Background: an optimization exercise with open tools, aiming at small area. Do not read the settings as production practice. The RTL was checked by simulation tests, not by an equivalence proof against the original design.

before:
==> flow/design.v (excerpt) <==
module rgb_to_ycrcb(input clk,
	input [7:0] r,
	input [7:0] g,
	input [7:0] b,
	output [7:0] y,
	output [7:0] cr,
	output [7:0] cb);
reg w1_197;
reg w1_198;
reg w1_199;
reg w1_200;
reg w1_201;
reg w1_202;
reg w1_203;
reg w1_204;
reg w1_205;
reg w1_206;
reg w1_207;
reg w1_208;
reg w1_209;
reg w1_210;
reg w1_211;
reg w1_212;
reg r1_229;
reg r1_230;
reg r1_231;
reg r1_232;
reg r1_233;
reg r1_234;
reg r1_235;
reg r1_236;
reg b1_237;
reg b1_238;
reg b1_239;
reg b1_240;
reg b1_241;
reg b1_242;
reg b1_243;
reg b1_244;
reg y2_302;
reg y2_303;
reg y2_304;
reg y2_305;
reg y2_306;
reg y2_307;
reg y2_308;
reg y2_309;
reg wl2_310;
reg wl2_311;
reg wl2_312;
reg wl2_313;
reg wl2_314;
reg wl2_315;
reg wl2_316;
reg dh2_317;
reg dh2_318;
reg dh2_319;
reg dh2_320;
reg dh2_321;
reg dh2_322;
reg dh2_323;
reg dh2_324;
reg dh2_325;
reg eh2_326;
reg eh2_327;
reg eh2_328;
reg eh2_329;
reg eh2_330;
reg eh2_331;
reg eh2_332;
reg eh2_333;
reg eh2_334;
reg cr3_567;
reg cr3_568;
reg cr3_569;
reg cr3_570;
reg cr3_571;
reg cr3_572;
reg cr3_573;
reg cr3_574;
reg cb3_575;
reg cb3_576;
reg cb3_577;
reg cb3_578;
reg cb3_579;
reg cb3_580;
reg cb3_581;
reg cb3_582;
reg y3_583;
reg y3_584;
reg y3_585;
reg y3_586;
reg y3_587;
reg y3_588;
reg y3_589;
reg y3_590;
wire s1;
wire c2;
wire s3;
wire c4;
wire s5;
wire c6;
wire s7;
wire c8;
wire s9;
wire c10;
wire s11;
wire c12;
wire s13;
wire c14;
wire s15;
wire c16;
wire s17;
wire c18;
wire s19;
wire c20;
wire s21;
wire c22;
wire s23;
wire c24;
wire s25;
wire c26;
wire s27;
wire c28;
wire s29;
wire c30;
wire s31;
wire c32;
wire s33;
wire c34;
wire s35;
wire c36;
wire s37;
wire c38;
wire s39;
wire c40;
wire s41;
wire c42;
wire s43;
wire c44;
wire s45;
wire c46;
wire s47;
wire c48;
wire s49;
wire c50;
wire s51;
wire c52;
wire s53;
wire c54;
wire s55;
wire c56;
wire s57;
wire c58;
wire s59;
wire c60;
wire s61;
wire c62;
wire s63;
wire c64;
wire s65;
wire c66;
wire s67;
wire c68;
wire s69;
wire c70;
  ...
Settings: LEC_CHECK=0, CAP_MARGIN=20, CORE_MARGIN=2, CORE_UTILIZATION=70, GPL_TIMING_DRIVEN=0, PLACE_DENSITY=0.8, SLEW_MARGIN=20, SYNTH_HIERARCHICAL=1, SYNTH_MINIMUM_KEEP_SIZE=0; clock period 5.0 ns.
standard.sh (not shown) runs the stock make flow with config.mk's settings and CLKGATE_MAP_FILE= SYNTH_SCRIPT=/design/flow/synth_recipe.tcl, a recipe that flattens the netlist after the stock synthesis.
==> flow/flow/run.sh <==
#!/bin/bash
bash standard.sh "BUFFER_PORTS_ARGS=-buffer_cell sky130_fd_sc_hd__buf_1" \
  "CTS_ARGS=-sink_clustering_enable -repair_clock_nets -dont_use_dummy_load -buf_list {sky130_fd_sc_hd__clkbuf_4 sky130_fd_sc_hd__clkbuf_8} -sink_clustering_size 20" \
  finish > standard.log 2>&1
Setup changes, before to after
- clearing GPL_TIMING_DRIVEN, which used to be 0
[summary]
Against before, after reports a number of filler instances in the final layout that is higher. Of the two values seen for destination of the critical timing path, eh2_334 was produced by before and dh2_325 by after. after reports a lower post-layout worst setup margin than before does. after vs before: met2 wire length down.

---

Setup of alpha:
rgb_to_ycrcb, a different RTL version from the one above (not shown whole).
Size: roughly 340 cells after synthesis, about 49 I/O pins, about 4900 um2 of cells after synthesis.
// rgb_to_ycrcb
module rgb_to_ycrcb(input clk,
	input [7:0] r,
	input [7:0] g,
	input [7:0] b,
	output [7:0] y,
	output [7:0] cr,
	output [7:0] cb);
export LEC_CHECK = 0
export CAP_MARGIN = 20
export CORE_MARGIN = 2
export CORE_UTILIZATION = 60
export PLACE_DENSITY = 0.7
export SLEW_MARGIN = 20
export SYNTH_HIERARCHICAL = 1
export SYNTH_MINIMUM_KEEP_SIZE = 0
create_clock -name core_clock -period 5.0 [get_ports {clk}]
==> flow/flow/run.sh <==
#!/bin/bash
bash standard.sh "BUFFER_PORTS_ARGS=-buffer_cell sky130_fd_sc_hd__buf_1" \
  "CTS_ARGS=-sink_clustering_enable -repair_clock_nets -dont_use_dummy_load -buf_list {sky130_fd_sc_hd__clkbuf_4 sky130_fd_sc_hd__clkbuf_8} -sink_clustering_size 20" \
  GPL_KEEP_OVERFLOW=0 finish > standard.log 2>&1
alpha reached the end of the flow, and the finished layout is clean on the timing, design-rule and antenna checks.
[inputs] beta vs alpha
==> flow/flow/run.sh <==
#!/bin/bash
bash standard.sh "BUFFER_PORTS_ARGS=-buffer_cell sky130_fd_sc_hd__buf_1" \
  "CTS_ARGS=-sink_clustering_enable -dont_use_dummy_load -root_buf sky130_fd_sc_hd__clkbuf_8 -buf_list sky130_fd_sc_hd__clkbuf_4 -sink_clustering_size 20 -sink_buffer_max_cap_derate 1.0" \
  GPL_KEEP_OVERFLOW=0 finish > standard.log 2>&1
==> comparison <==
- alpha -> beta: pin count of the biggest net entering global routing delta 0, exact match
- Reported for beta and alpha, cell total after placement turned out identical to the last digit.
- Summary of beta over alpha: count of port buffers added during placement essentially unchanged, die area held, worst-margin pin slew level, multi-input combinational cell count comparable, number of nets produced by synthesis comparable.
- The sequential share of layout area was comparable across beta and alpha.
Input changes introduced in gamma (baseline for comparison: beta):
==> flow/flow/run.sh <==
#!/bin/bash
bash standard.sh "BUFFER_PORTS_ARGS=-buffer_cell sky130_fd_sc_hd__buf_1" \
  "CTS_ARGS=-sink_clustering_enable -repair_clock_nets -dont_use_dummy_load -root_buf sky130_fd_sc_hd__clkbuf_8 -buf_list sky130_fd_sc_hd__clkbuf_4 -sink_clustering_size 20 -sink_buffer_max_cap_derate 1.0" \
  GPL_KEEP_OVERFLOW=0 finish > standard.log 2>&1
==> comparison <==
There was hardly any difference in insertion delay to the later sink of the worst-skew pair between beta and gamma.
beta → gamma: cell count flat; smallest setup slack after layout flat.
beta -> gamma: count of H-tree levels built during CTS delta 0, exact match
From gamma to beta, wire length per cell after detailed routing did not move at all.
Re first-pass GRT wire length: no difference whatsoever between beta and gamma.
Reported for beta and gamma, fraction of the cycle the final worst path needs turned out identical to the last digit.
Sequential share of layout area essentially unchanged between gamma and beta.

---

rgb_to_ycrcb, a different RTL version from the one above (not shown whole).
Size: roughly 450 cells after synthesis, roughly 80 flip-flops, roughly 49 I/O pins, about 0.0056 sq mm of cells after synthesis.
==> flow/config.mk <==
export PLATFORM = sky130hd
export DESIGN_NAME = rgb_to_ycrcb
export DESIGN_NICKNAME = rgb_to_ycrcb
export VERILOG_FILES = /design/flow/design.v
export SDC_FILE = /design/flow/constraint.sdc
export NUM_CORES = 4
export LEC_CHECK = 0
export CAP_MARGIN = 20
export CORE_MARGIN = 2
export CORE_UTILIZATION = 40
export SLEW_MARGIN = 20
export SYNTH_HIERARCHICAL = 1
export SYNTH_MINIMUM_KEEP_SIZE = 0
==> flow/constraint.sdc <==
create_clock -name core_clock -period 5.0 [get_ports {clk}]
set_input_delay 1.0000 -clock core_clock [delete_from_list [all_inputs] [get_ports {clk}]]
set_output_delay 1.0000 -clock core_clock [all_outputs]
set_load 0.01 [all_outputs]
run.sh (not shown) runs the stock make flow with config.mk's settings and CLKGATE_MAP_FILE= SYNTH_SCRIPT=/design/flow/synth_recipe.tcl, a recipe that flattens the netlist after the stock synthesis.
Stock flow here: none of the scripts above is used.
The baseline produced a clean layout.
Change:
==> flow/flow/run.sh (new file) <==
#!/bin/bash
bash standard.sh "BUFFER_PORTS_ARGS=-buffer_cell sky130_fd_sc_hd__buf_1" finish > standard.log 2>&1
==> flow/standard.sh (new file) <==
#!/bin/bash
# synth_recipe.tcl (not shown) runs the flow's synth.tcl, then flattens the netlist and writes it again
# the make line also repeats each setting of config.mk as NAME=value (left out here)
make -C /OpenROAD-flow-scripts/flow DESIGN_CONFIG=/design/flow/config.mk WORK_HOME=/design/flow/orfs CLKGATE_MAP_FILE= SYNTH_SCRIPT=/design/flow/synth_recipe.tcl "${@:-finish}"
CORE_UTILIZATION = 60   (was 40)
CTS_BUF_LIST = sky130_fd_sc_hd__clkbuf_8   (was unset)
CTS_CLUSTER_SIZE = 20   (was unset)
removed: flow/run.sh
The changed run produced a clean layout.
Final area shrinks by a little under a tenth.
Core utilization grows by 18 points.
Hold slack gains 0.0051 ns.
Fmax grows slightly.
Routed wire length shrinks by a little under a tenth.
Register-to-register slack gains 0.08 ns.
Clock-buffer cell count shrinks by 1.
Change:
CORE_UTILIZATION = 40   (was 60)
CTS_BUF_LIST = unset   (was sky130_fd_sc_hd__clkbuf_8)
CTS_CLUSTER_SIZE = unset   (was 20)
After rerunning: The new run ran to the end with no violations; routed wire length goes up by a few percent; via count goes up slightly; core utilization goes down by 21 points; fmax goes down slightly; worst setup slack got worse by 0.047 ns.

---

rgb_to_ycrcb, a different RTL version from the one above (not shown whole).
Size: about 340 cells after synthesis, about 85 flip-flops, ~0.0049 mm² of cells after synthesis.
==> flow/config.mk <==
export PLATFORM = sky130hd
export DESIGN_NAME = rgb_to_ycrcb
export DESIGN_NICKNAME = rgb_to_ycrcb
export VERILOG_FILES = /design/flow/design.v
export SDC_FILE = /design/flow/constraint.sdc
export NUM_CORES = 4
export LEC_CHECK = 0
export CAP_MARGIN = 20
export CORE_MARGIN = 2
export CORE_UTILIZATION = 60
export PLACE_DENSITY = 0.7
export SLEW_MARGIN = 20
export SYNTH_HIERARCHICAL = 1
export SYNTH_MINIMUM_KEEP_SIZE = 0
==> flow/constraint.sdc <==
create_clock -name core_clock -period 5.0 [get_ports {clk}]
set_input_delay 1.0000 -clock core_clock [delete_from_list [all_inputs] [get_ports {clk}]]
set_output_delay 1.0000 -clock core_clock [all_outputs]
set_load 0.01 [all_outputs]
standard.sh (not shown) runs the stock make flow with config.mk's settings and CLKGATE_MAP_FILE= SYNTH_SCRIPT=/design/flow/synth_recipe.tcl, a recipe that flattens the netlist after the stock synthesis.
==> flow/flow/run.sh <==
#!/bin/bash
bash standard.sh "BUFFER_PORTS_ARGS=-buffer_cell sky130_fd_sc_hd__buf_1" \
  "CTS_ARGS=-sink_clustering_enable -repair_clock_nets -dont_use_dummy_load -buf_list {sky130_fd_sc_hd__clkbuf_4 sky130_fd_sc_hd__clkbuf_8} -sink_clustering_size 20" \
  GPL_KEEP_OVERFLOW=0 finish > standard.log 2>&1
==> next run, changes <==
--- a/flow/config.mk
+++ b/flow/config.mk
@@ -10,2 +10,2 @@
-export CORE_UTILIZATION = 60
-export PLACE_DENSITY = 0.7
+export CORE_UTILIZATION = 70
+export PLACE_DENSITY = 0.8
Outcome:
- count of clock-buffer cells in the layout does not change
- routed wire length went up by a few percent
- design area barely changes
- die area went down by roughly a tenth
- final cell count is lower slightly
- clock skew is about the same
- hold slack is better by 0.0053 ns

---

rgb_to_ycrcb, a different RTL version from the one above (not shown whole).
For scale: ~420 cells after synthesis, ~89 flip-flops.
Settings: LEC_CHECK=0, CAP_MARGIN=20, CORE_MARGIN=2, CORE_UTILIZATION=70, CTS_BUF_LIST=sky130_fd_sc_hd__clkbuf_4 sky130_fd_sc_hd__clkbuf_8, CTS_CLUSTER_SIZE=20, PLACE_DENSITY=0.8, SLEW_MARGIN=20, SYNTH_HIERARCHICAL=1, SYNTH_MINIMUM_KEEP_SIZE=0; clock period 5.0 ns.
==> flow/flow/run.sh <==
#!/bin/bash
bash standard.sh "BUFFER_PORTS_ARGS=-buffer_cell sky130_fd_sc_hd__buf_1" finish > standard.log 2>&1
Rerun with:
CORE_UTILIZATION = 60   (was 70)
CTS_BUF_LIST = sky130_fd_sc_hd__clkbuf_8   (was sky130_fd_sc_hd__clkbuf_4 sky130_fd_sc_hd__clkbuf_8)
PLACE_DENSITY = not set   (was 0.8)
- core utilization drops by 9.0 points
- final cell count climbs by 2.6%
- maximum frequency stays flat
- die area climbs by 16%
- synthesized cell count stays the same

---

Another version of the RTL of rgb_to_ycrcb (not shown whole).
For scale: about 87 flip-flops, roughly 49 I/O pins, about 5000 um^2 of cells after synthesis.
export LEC_CHECK = 0
export CAP_MARGIN = 20
export CORE_MARGIN = 2
export CORE_UTILIZATION = 70
export PLACE_DENSITY = 0.8
export SLEW_MARGIN = 20
export SYNTH_HIERARCHICAL = 1
export SYNTH_MINIMUM_KEEP_SIZE = 0
create_clock -name core_clock -period 5.0 [get_ports {clk}]
==> flow/flow/run.sh <==
#!/bin/bash
bash standard.sh "BUFFER_PORTS_ARGS=-buffer_cell sky130_fd_sc_hd__buf_1" \
  "CTS_ARGS=-sink_clustering_enable -repair_clock_nets -dont_use_dummy_load -buf_list {sky130_fd_sc_hd__clkbuf_4 sky130_fd_sc_hd__clkbuf_8} -sink_clustering_size 20" \
  finish > standard.log 2>&1
The first run produced a clean layout.
Edit:
==> flow/flow/run.sh (replaced) <==
#!/bin/bash
bash standard.sh "BUFFER_PORTS_ARGS=-buffer_cell sky130_fd_sc_hd__buf_1" \
  "CTS_ARGS=-sink_clustering_enable -repair_clock_nets -dont_use_dummy_load -root_buf sky130_fd_sc_hd__clkbuf_8 -buf_list {sky130_fd_sc_hd__clkbuf_4 sky130_fd_sc_hd__clkbuf_8} -sink_clustering_size 20 -sink_buffer_max_cap_derate 0.5" \
  finish > standard.log 2>&1
The changed run produced a clean layout. Setup slack is unchanged. Wire length does not change. Register-to-register slack barely changes. Cell count does not change. Die area does not change. Count of clock-buffer cells in the layout stays the same. Global-route usage is unchanged.

---

Starting RTL as in the previous note.
Design rgb_to_ycrcb, start of the top module:
module rgb_to_ycrcb(input clk,
	input [7:0] r,
	input [7:0] g,
	input [7:0] b,
	output [7:0] y,
	output [7:0] cr,
	output [7:0] cb);
export LEC_CHECK = 0
export CAP_MARGIN = 20
export CORE_MARGIN = 2
export CORE_UTILIZATION = 70
export PLACE_DENSITY = 0.8
export SLEW_MARGIN = 20
export SYNTH_HIERARCHICAL = 1
export SYNTH_MINIMUM_KEEP_SIZE = 0
create_clock -name core_clock -period 5.0 [get_ports {clk}]
==> flow/flow/run.sh <==
#!/bin/bash
bash standard.sh "BUFFER_PORTS_ARGS=-buffer_cell sky130_fd_sc_hd__buf_1" \
  "CTS_ARGS=-sink_clustering_enable -repair_clock_nets -dont_use_dummy_load -root_buf sky130_fd_sc_hd__clkbuf_16 -buf_list sky130_fd_sc_hd__clkbuf_4 -sink_clustering_size 10 -sink_buffer_max_cap_derate 1.0" \
  finish > standard.log 2>&1
Change:
==> flow/flow/run.sh (replaced) <==
#!/bin/bash
bash standard.sh "BUFFER_PORTS_ARGS=-buffer_cell sky130_fd_sc_hd__buf_1" \
  "CTS_ARGS=-sink_clustering_enable -repair_clock_nets -dont_use_dummy_load -buf_list {sky130_fd_sc_hd__clkbuf_8 sky130_fd_sc_hd__clkbuf_16} -sink_clustering_size 45 -sink_clustering_max_diameter 200" \
  finish > standard.log 2>&1
Effect:
- The new run finished clean
- utilization is lower by 1.5 points
- synthesized cell count does not change
- cell area decreases by about 1.9%
- routed wire length came out lower by 15%
- first-iteration DRC count fell by 19%

---

Setup of v6:
rgb_to_ycrcb, a different RTL version from the one above (not shown whole).
Size: roughly 420 cells after synthesis, roughly 89 flip-flops, ~5400 µm² of cells after synthesis.
==> flow/config.mk <==
export PLATFORM = sky130hd
export DESIGN_NAME = rgb_to_ycrcb
export DESIGN_NICKNAME = rgb_to_ycrcb
export VERILOG_FILES = /design/flow/design.v
export SDC_FILE = /design/flow/constraint.sdc
export NUM_CORES = 4
export LEC_CHECK = 0
export CAP_MARGIN = 20
export CORE_MARGIN = 2
export CORE_UTILIZATION = 70
export PLACE_DENSITY = 0.8
export SLEW_MARGIN = 20
export SYNTH_HIERARCHICAL = 1
export SYNTH_MINIMUM_KEEP_SIZE = 0
==> flow/constraint.sdc <==
create_clock -name core_clock -period 5.0 [get_ports {clk}]
set_input_delay 1.0000 -clock core_clock [delete_from_list [all_inputs] [get_ports {clk}]]
set_output_delay 1.0000 -clock core_clock [all_outputs]
set_load 0.01 [all_outputs]
==> flow/flow/run.sh <==
#!/bin/bash
bash standard.sh "BUFFER_PORTS_ARGS=-buffer_cell sky130_fd_sc_hd__buf_1" \
  "CTS_ARGS=-sink_clustering_enable -repair_clock_nets -dont_use_dummy_load -buf_list {sky130_fd_sc_hd__clkbuf_4 sky130_fd_sc_hd__clkbuf_8} -sink_clustering_size 20" \
  finish > standard.log 2>&1
v6 finished end to end and its layout was clean on timing, DRC and antenna.
Edits applied to the flow inputs when going from v6 to v7:
==> flow/flow/run.sh <==
#!/bin/bash
bash standard.sh "BUFFER_PORTS_ARGS=-buffer_cell sky130_fd_sc_hd__buf_1" \
  "CTS_ARGS=-sink_clustering_enable -repair_clock_nets -dont_use_dummy_load -root_buf sky130_fd_sc_hd__clkbuf_8 -buf_list sky130_fd_sc_hd__clkbuf_4 -sink_clustering_size 20" \
  finish > standard.log 2>&1
Notes after the runs:
Diff v7..v6 | sum of routed wire length over all layers | unchanged. Delta (v7 minus v6): setup-violating endpoint count in the final report neither gained nor lost much; part of the cycle the worst path needs essentially unchanged; fmax flat.

## afterwards: timing with drivers on the ports
How much do the figures lean on ideal ports? The routed layouts below were timed once more, with nothing changed but the port constraints. Step 1 sets driving cells, clkbuf_16 on the clock port and buf_2 on the other inputs (assumed; they add their load-dependent delay and slew). Step 2 also shifts input and output timing later by t, the mid clock arrival at the registers, as if the neighbouring blocks saw the same clock. Three values: no drivers, after step 1, after step 2; two values: the first two.
| run | t (ns) | setup slack, ns | latest minus earliest clock arrival (ns) |
|---|---|---|---|
| before | 0.363 | 0.142 / 0.142 / -0.065 | 0.028 / 0.028 |
| after | 0.362 | 0.078 / 0.078 / 0.018 | 0.033 / 0.033 |
| alpha | 0.369 | 0.242 / 0.242 / 0.060 | 0.035 / 0.036 |
| beta | 0.369 | 0.242 / 0.242 / 0.060 | 0.035 / 0.036 |
| gamma | 0.369 | 0.242 / 0.242 / 0.060 | 0.035 / 0.036 |
| the first run of note 3 | 0.374 | 0.184 / 0.184 / 0.184 | 0.011 / 0.011 |
| the second run of note 3 | 0.392 | 0.261 / 0.261 / 0.261 | 0.013 / 0.013 |
| the third run of note 3 | 0.377 | 0.215 / 0.215 / 0.215 | 0.008 / 0.008 |
| the first run of note 4 | 0.359 | 0.224 / 0.224 / 0.044 | 0.035 / 0.036 |
| the second run of note 4 | 0.366 | 0.221 / 0.221 / -0.012 | 0.035 / 0.034 |
| the first run of note 5 | 0.382 | 0.187 / 0.187 / 0.079 | 0.014 / 0.014 |
| the second run of note 5 | 0.393 | 0.181 / 0.181 / 0.168 | 0.010 / 0.011 |
| the first run of note 6 | 0.363 | 0.403 / 0.404 / 0.040 | 0.037 / 0.037 |
| the second run of note 6 | 0.363 | 0.403 / 0.404 / 0.040 | 0.037 / 0.037 |
| the first run of note 7 | 0.355 | 0.260 / 0.266 / -0.090 | 0.017 / 0.017 |
| the second run of note 7 | 0.363 | 0.403 / 0.404 / 0.040 | 0.037 / 0.037 |
| v6 | 0.374 | 0.122 / 0.122 / -0.054 | 0.027 / 0.027 |
| v7 | 0.374 | 0.122 / 0.122 / -0.054 | 0.027 / 0.027 |
With both steps, setup timing fails in 5 of these runs, where it was met with ideal ports.
